This is an optimization exercise on Yosys and OpenROAD, whose aim is small area, not a production implementation.
The RTL was checked by simulation tests, not by an equivalence proof against the original design.
Power and IR drop assume default switching activity.

==> flow/design.v <==
module spi_transactor (
    input  wire       clk,
    input  wire       rst,
    input  wire       load,
    input  wire [7:0] load_data,
    output reg  [7:0] rx_byte,      
    output reg        done,
    output wire       active,       
    output reg        spi_clk,
    output wire       spi_mosi,
    input  wire       spi_miso
);
    reg       start;
    reg       busy;
    reg [2:0] div;
    reg       rise, fall;
    reg [3:0] bit_cnt;
    reg [7:0] tx_shift;
    reg [7:0] rx_shift;
    assign active   = start | busy | done;
    assign spi_mosi = ~busy | tx_shift[7];
    wire last = busy & fall & (bit_cnt == 4'd8);
    always @(posedge clk or posedge rst) begin
        if (rst) begin
            start   <= 1'b0;
            busy    <= 1'b0;
            done    <= 1'b0;
            spi_clk <= 1'b0;
        end else begin
            start <= load;
            done  <= last;
            if (!busy)
                spi_clk <= 1'b0;
            else if (div == 3'd4)
                spi_clk <= ~spi_clk;
            if (start && !busy)
                busy <= 1'b1;
            else if (last)
                busy <= 1'b0;
        end
    end
    always @(posedge clk) begin
        rise <= 1'b0;
        fall <= 1'b0;
        if (!busy)
            div <= 3'd0;
        else if (div == 3'd4) begin
            div  <= 3'd0;
            rise <= ~spi_clk;
            fall <= spi_clk;
        end else
            div <= div + 1'd1;
        if (start && !busy)
            bit_cnt <= 4'd0;
        else if (busy && rise) begin
            bit_cnt  <= bit_cnt + 1'd1;
            rx_shift <= {rx_shift[6:0], spi_miso};
        end
        if (load)
            tx_shift <= load_data;
        else if (busy && fall)
            tx_shift <= {tx_shift[6:0], 1'b0};
        if (done)
            rx_byte <= rx_shift;
    end
endmodule
module SD_Controller (
    input  wire         clk,
    input  wire         rst,
    input  wire         start,
    input  wire [511:0] key,
    output wire         done,
    output wire         spi_clk,
    output wire         spi_cs_n,
    output wire         spi_mosi,
    input  wire         spi_miso
);
localparam P_SETUP = 2'd0, P_SEND = 2'd1, P_WAIT = 2'd2, P_MISC = 2'd3;
localparam C_CMD0 = 4'd0, C_CMD8 = 4'd1, C_CMD59 = 4'd2, C_CMD55 = 4'd3,
           C_ACMD41 = 4'd4, C_CMD58 = 4'd5, C_CMD16 = 4'd6, C_READ = 4'd7,
           C_WRITE = 4'd8;
localparam M_IDLE = 4'd0, M_POWERUP = 4'd1, M_RTOKEN = 4'd2, M_RDATA = 4'd3,
           M_WWAIT = 4'd4, M_WTOKEN = 4'd5, M_WDATA = 4'd6, M_WRESP = 4'd7,
           M_WBUSY = 4'd8, M_ERROR = 4'd9;
reg  [3:0]  idx;
reg  [1:0]  ph;
reg         cs_n;
reg  [5:0]  cnt;        
reg  [10:0] tcnt;       
reg  [10:0] retry;
reg  [3:0]  rr;         
reg  [17:0] addr;       
wire       active;
wire       tx_done;
wire [7:0] rx_byte;
reg        load;
reg  [7:0] load_data;
assign spi_cs_n = cs_n;
assign done     = (ph == P_SETUP) && (idx == C_WRITE);
spi_transactor u_spi (
    .clk       (clk),
    .rst       (rst),
    .load      (load),
    .load_data (load_data),
    .rx_byte   (rx_byte),
    .done      (tx_done),
    .active    (active),
    .spi_clk   (spi_clk),
    .spi_mosi  (spi_mosi),
    .spi_miso  (spi_miso)
);
wire       in_misc = (ph == P_MISC);
wire       shift   = in_misc && ((idx == M_RDATA && tx_done) || (idx == M_WDATA && !active));
wire       xen     = in_misc && (idx == M_WWAIT) && (cnt == 6'd5);
wire [7:0] blk_byte;
xorEncr u_buf (
    .clk      (clk),
    .shift    (shift),
    .xen      (xen),
    .in_byte  (rx_byte),
    .key      (key),
    .out_byte (blk_byte)
);
reg [7:0] cmd_byte;
wire rw_cmd = (idx == C_READ) || (idx == C_WRITE);
always @(*) begin
    cmd_byte = 8'h00;
    case (cnt[2:0])
        3'd0: case (idx)
                C_CMD0:   cmd_byte = 8'h40;
                C_CMD8:   cmd_byte = 8'h48;
                C_CMD59:  cmd_byte = 8'h7B;
                C_CMD55:  cmd_byte = 8'h77;
                C_ACMD41: cmd_byte = 8'h69;
                C_CMD58:  cmd_byte = 8'h7A;
                C_CMD16:  cmd_byte = 8'h50;
                C_READ:   cmd_byte = 8'h51;
                default:  cmd_byte = 8'h58;
              endcase
        3'd1: cmd_byte = rw_cmd ? addr[17:10] : 8'h00;
        3'd2: cmd_byte = rw_cmd ? addr[9:2] : 8'h00;
        3'd3: cmd_byte = rw_cmd ? {addr[1:0], 6'd0} : (idx == C_CMD8) ? 8'h01 : 8'h00;
        3'd4: cmd_byte = (idx == C_CMD8) ? 8'hAA : (idx == C_CMD16) ? 8'h40 : 8'h00;
        default: case (idx)
                C_CMD0:   cmd_byte = 8'h95;
                C_CMD8:   cmd_byte = 8'h87;
                C_CMD59:  cmd_byte = 8'h01;
                C_CMD55:  cmd_byte = 8'h65;
                C_ACMD41: cmd_byte = 8'h01;
                C_CMD58:  cmd_byte = 8'hFF;
                C_CMD16:  cmd_byte = 8'hFF;
                default:  cmd_byte = 8'h01;
              endcase
    endcase
end
wire rx_ff  = (rx_byte == 8'hFF);
wire exp01  = (idx == C_CMD0) || (idx == C_CMD8) || (idx == C_CMD55);
wire rx_ok  = (rx_byte == {7'd0, exp01});
wire multi  = (idx == C_CMD8) || (idx == C_CMD58);
always @(*) begin
    load      = 1'b0;
    load_data = 8'hFF;
    if (!active) begin
        case (ph)
            P_SEND: begin load = 1'b1; load_data = cmd_byte; end
            P_WAIT: load = 1'b1;
            P_SETUP: ;
            default: case (idx)
                M_POWERUP: load = (tcnt < 11'd80);
                M_RTOKEN, M_RDATA, M_WRESP, M_WBUSY: load = 1'b1;
                M_WTOKEN: begin load = 1'b1; load_data = 8'hFE; end
                M_WDATA:  begin load = 1'b1; load_data = blk_byte; end
                default: ;
            endcase
        endcase
    end
end
always @(posedge clk or posedge rst) begin
    if (rst) begin
        ph    <= P_MISC;
        idx   <= M_IDLE;
        cs_n  <= 1'b1;
        retry <= 11'd0;
        addr  <= 18'd0;
    end else begin
        case (ph)
            P_SETUP: begin
                cs_n <= 1'b0;
                ph   <= P_SEND;
                if (idx == C_ACMD41) begin
                    retry <= retry + 1'd1;
                    if (retry > 11'd2000) begin ph <= P_MISC; idx <= M_ERROR; end
                end
            end
            P_SEND: begin
                if (tx_done && cnt == 6'd6) ph <= P_WAIT;
            end
            P_WAIT: begin
                if (tx_done) begin
                    if (!rx_ff && rx_ok && !(multi && cnt != 6'd4)) begin
                        if (idx == C_READ) begin
                            ph <= P_MISC; idx <= M_RTOKEN;
                        end else if (idx == C_WRITE) begin
                            ph <= P_MISC; idx <= M_WTOKEN;
                        end else begin
                            ph <= P_SETUP; idx <= idx + 1'd1;
                        end
                    end
                    if (rr >= 4'd10) begin
                        retry <= retry + 1'd1;
                        if (retry > 11'd2000) begin ph <= P_MISC; idx <= M_ERROR; end
                        else begin ph <= P_SETUP; idx <= C_CMD0; end
                    end
                end
            end
            default: case (idx)
                M_IDLE: begin
                    cs_n <= 1'b1;
                    idx  <= M_POWERUP;
                end
                M_POWERUP: begin
                    if (tcnt >= 11'd80) begin ph <= P_SETUP; idx <= C_CMD0; end
                end
                M_RTOKEN: begin
                    if (tx_done) begin
                        if (rx_byte == 8'hFE) idx <= M_RDATA;
                        else if (tcnt > 11'd1024) idx <= M_ERROR;
                    end
                end
                M_RDATA: begin
                    if (tx_done && cnt == 6'd63) idx <= M_WWAIT;
                end
                M_WWAIT: begin
                    if (cnt == 6'd9) begin ph <= P_SETUP; idx <= C_WRITE; end
                end
                M_WTOKEN: begin
                    if (tx_done) idx <= M_WDATA;
                end
                M_WDATA: begin
                    if (tx_done && cnt == 6'd63) idx <= M_WRESP;
                end
                M_WRESP: begin
                    if (tx_done && rx_byte[4:0] == 5'h05) idx <= M_WBUSY;
                end
                M_WBUSY: begin
                    if (tx_done && rx_ff) begin
                        addr <= addr + 1'd1;
                        cs_n <= 1'b1;
                        ph   <= P_SETUP;
                        idx  <= C_READ;
                    end
                end
                M_ERROR: begin
                    cs_n <= 1'b1;
                end
                default: ;
            endcase
        endcase
    end
end
always @(posedge clk) begin
    case (ph)
        P_SETUP: begin
            cnt <= 6'd0;
            if (idx == C_CMD0 || idx == C_CMD8) begin
                rr   <= 4'd0;
                tcnt <= 11'd0;
            end
        end
        P_SEND: begin
            if (!active) cnt <= cnt + 1'd1;
            else if (tx_done && cnt == 6'd6) cnt <= 6'd0;
        end
        P_WAIT: begin
            if (!active) tcnt <= tcnt + 1'd1;
            else if (tx_done) begin
                if (!rx_ff) begin
                    tcnt <= 11'd0;
                    if (rx_ok) begin
                        if (multi && cnt != 6'd4) cnt <= cnt + 1'd1;
                    end else
                        rr <= rr + 1'd1;
                end else if (tcnt > 11'd1000)
                    rr <= rr + 1'd1;
            end
        end
        default: case (idx)
            M_IDLE: tcnt <= 11'd0;
            M_POWERUP: if (tx_done) tcnt <= tcnt + 1'd1;
            M_RTOKEN: begin
                if (tx_done) begin
                    if (rx_byte == 8'hFE) begin cnt <= 6'd0; tcnt <= 11'd0; end
                    else tcnt <= tcnt + 1'd1;
                end
            end
            M_RDATA: if (tx_done && cnt != 6'd63) cnt <= cnt + 1'd1;
            M_WWAIT: begin
                if (cnt == 6'd63) cnt <= 6'd0;
                else if (cnt != 6'd0 || start) cnt <= cnt + 1'd1;
            end
            M_WDATA: if (tx_done && cnt != 6'd63) cnt <= cnt + 1'd1;
            default: ;
        endcase
    endcase
end
endmodule
module regfile_1024bit (
    input  wire         clk,        
    input  wire         rw,         
    input  wire         sel,        
    input  wire [511:0] data_in,    
    output reg  [511:0] data_out    
);
    reg [511:0] lo;
    reg [511:0] hi;
    always @(posedge clk) begin
        if (rw) begin
            if (sel) hi <= data_in;
            else     lo <= data_in;
        end else begin
            data_out <= sel ? hi : lo;
        end
    end
endmodule
module xorEncr (
    input  wire         clk,
    input  wire         shift,      
    input  wire         xen,        
    input  wire [7:0]   in_byte,
    input  wire [511:0] key,
    output wire [7:0]   out_byte
);
    reg [511:0] d;
    always @(posedge clk)
        d <= shift ? {d[503:0], in_byte} : (d ^ (key & {512{xen}}));
    assign out_byte = d[511:504];
endmodule
module sd_encr_device (
    input wire clk,                     
    input wire rst,                     
    input wire start,                   
    input wire rw_flag,                 
    output wire done,                   
    output wire sd_clk,
    output wire sd_cs_n,
    output wire sd_mosi,
    input  wire sd_miso,
    input wire key_rw,                  
    input wire key_sel,                 
    input wire [511:0] key_data_in,     
    output wire [511:0] key_data_out    
);
    regfile_1024bit u_regfile (
        .clk      (clk),
        .rw       (key_rw),
        .sel      (key_sel),
        .data_in  (key_data_in),
        .data_out (key_data_out)
    );
    SD_Controller u_sd_controller (
        .clk      (clk),
        .rst      (rst),
        .start    (start),
        .key      (key_data_out),
        .done     (done),
        .spi_clk  (sd_clk),
        .spi_cs_n (sd_cs_n),
        .spi_mosi (sd_mosi),
        .spi_miso (sd_miso)
    );
endmodule
==> flow/config.mk <==
export PLATFORM = sky130hd
export DESIGN_NAME = sd_encr_device
export DESIGN_NICKNAME = sd_encr_device
export VERILOG_FILES = /design/flow/design.v
export SDC_FILE = /design/flow/constraint.sdc
export NUM_CORES = 4
export LEC_CHECK = 0
export CAP_MARGIN = 20
export CORE_MARGIN = 2
export CORE_UTILIZATION = 45
export PLACE_DENSITY_LB_ADDON = 0.2
export SLEW_MARGIN = 20
==> flow/constraint.sdc <==
create_clock -name core_clock -period 10.0 [get_ports {clk}]
set_input_delay 2.0000 -clock core_clock [delete_from_list [all_inputs] [get_ports {clk}]]
set_output_delay 2.0000 -clock core_clock [all_outputs]
set_load 0.01 [all_outputs]
run.sh (not shown) runs the stock make flow with config.mk's settings and CLKGATE_MAP_FILE= SYNTH_SCRIPT=/design/flow/synth_recipe.tcl, a recipe that flattens the netlist after the stock synthesis.
Rerun with:
--- a/flow/design.v
+++ b/flow/design.v
@@ -329,12 +329,16 @@
     input  wire [7:0]   in_byte,
     input  wire [511:0] key,
     output wire [7:0]   out_byte
 );
     reg [511:0] d;
-    always @(posedge clk)
-        d <= shift ? {d[503:0], in_byte} : (d ^ (key & {512{xen}}));
+    always @(posedge clk) begin
+        if (shift)
+            d <= {d[503:0], in_byte};
+        else if (xen)
+            d <= d ^ key;
+    end
     assign out_byte = d[511:504];
 endmodule
 module sd_encr_device (
     input wire clk,                     
     input wire rst,                     
What happened:
- The new run finished with timing, DRC and antenna clean
- global-route usage went down by 0.21 points
- design area grows by 3.5%
- cell count drops by about 5%
- total power came out higher by 4.0%
- worst hold slack is better by 0.022 ns
- sequential share of layout area increases by 3.0 points
- setup slack gets better by 0.15 ns
- combinational power rose by about 20%
- wire length climbs by 2.1%
- count of clock-buffer cells in the layout falls by 27
- non-clock buffer count came out lower by 1
- clock skew fell by 0.015 ns

## afterwards: timing with drivers on the ports
The flow's constraints put no driver on any port. The routed layouts listed below were extracted and timed again, unchanged, in two steps.
Step 1 assumes that a clkbuf_16 drives the clock port and a buf_2 every other input.
Step 2 adds t to the input delays and takes it off the output delays; t is the mean of the earliest and latest rising clock arrival at the registers after step 1. Input paths then give back, and output paths get back, about the clock's delay inside the block.
Slacks: ideal ports / drivers / drivers and shift; pairs: ideal ports / drivers.
run	t (ns)	setup WS [ns]	worst data-port slew with drivers (ns)
the first run	0.930	4.687 / 4.601 / 4.118	0.20
the second run	0.931	4.834 / 4.750 / 4.365	0.23
After both steps setup and hold are still met in every run listed. The setup slack of the first run, which loses most, moves by -0.086 ns with the drivers and by -0.569 ns with both steps.
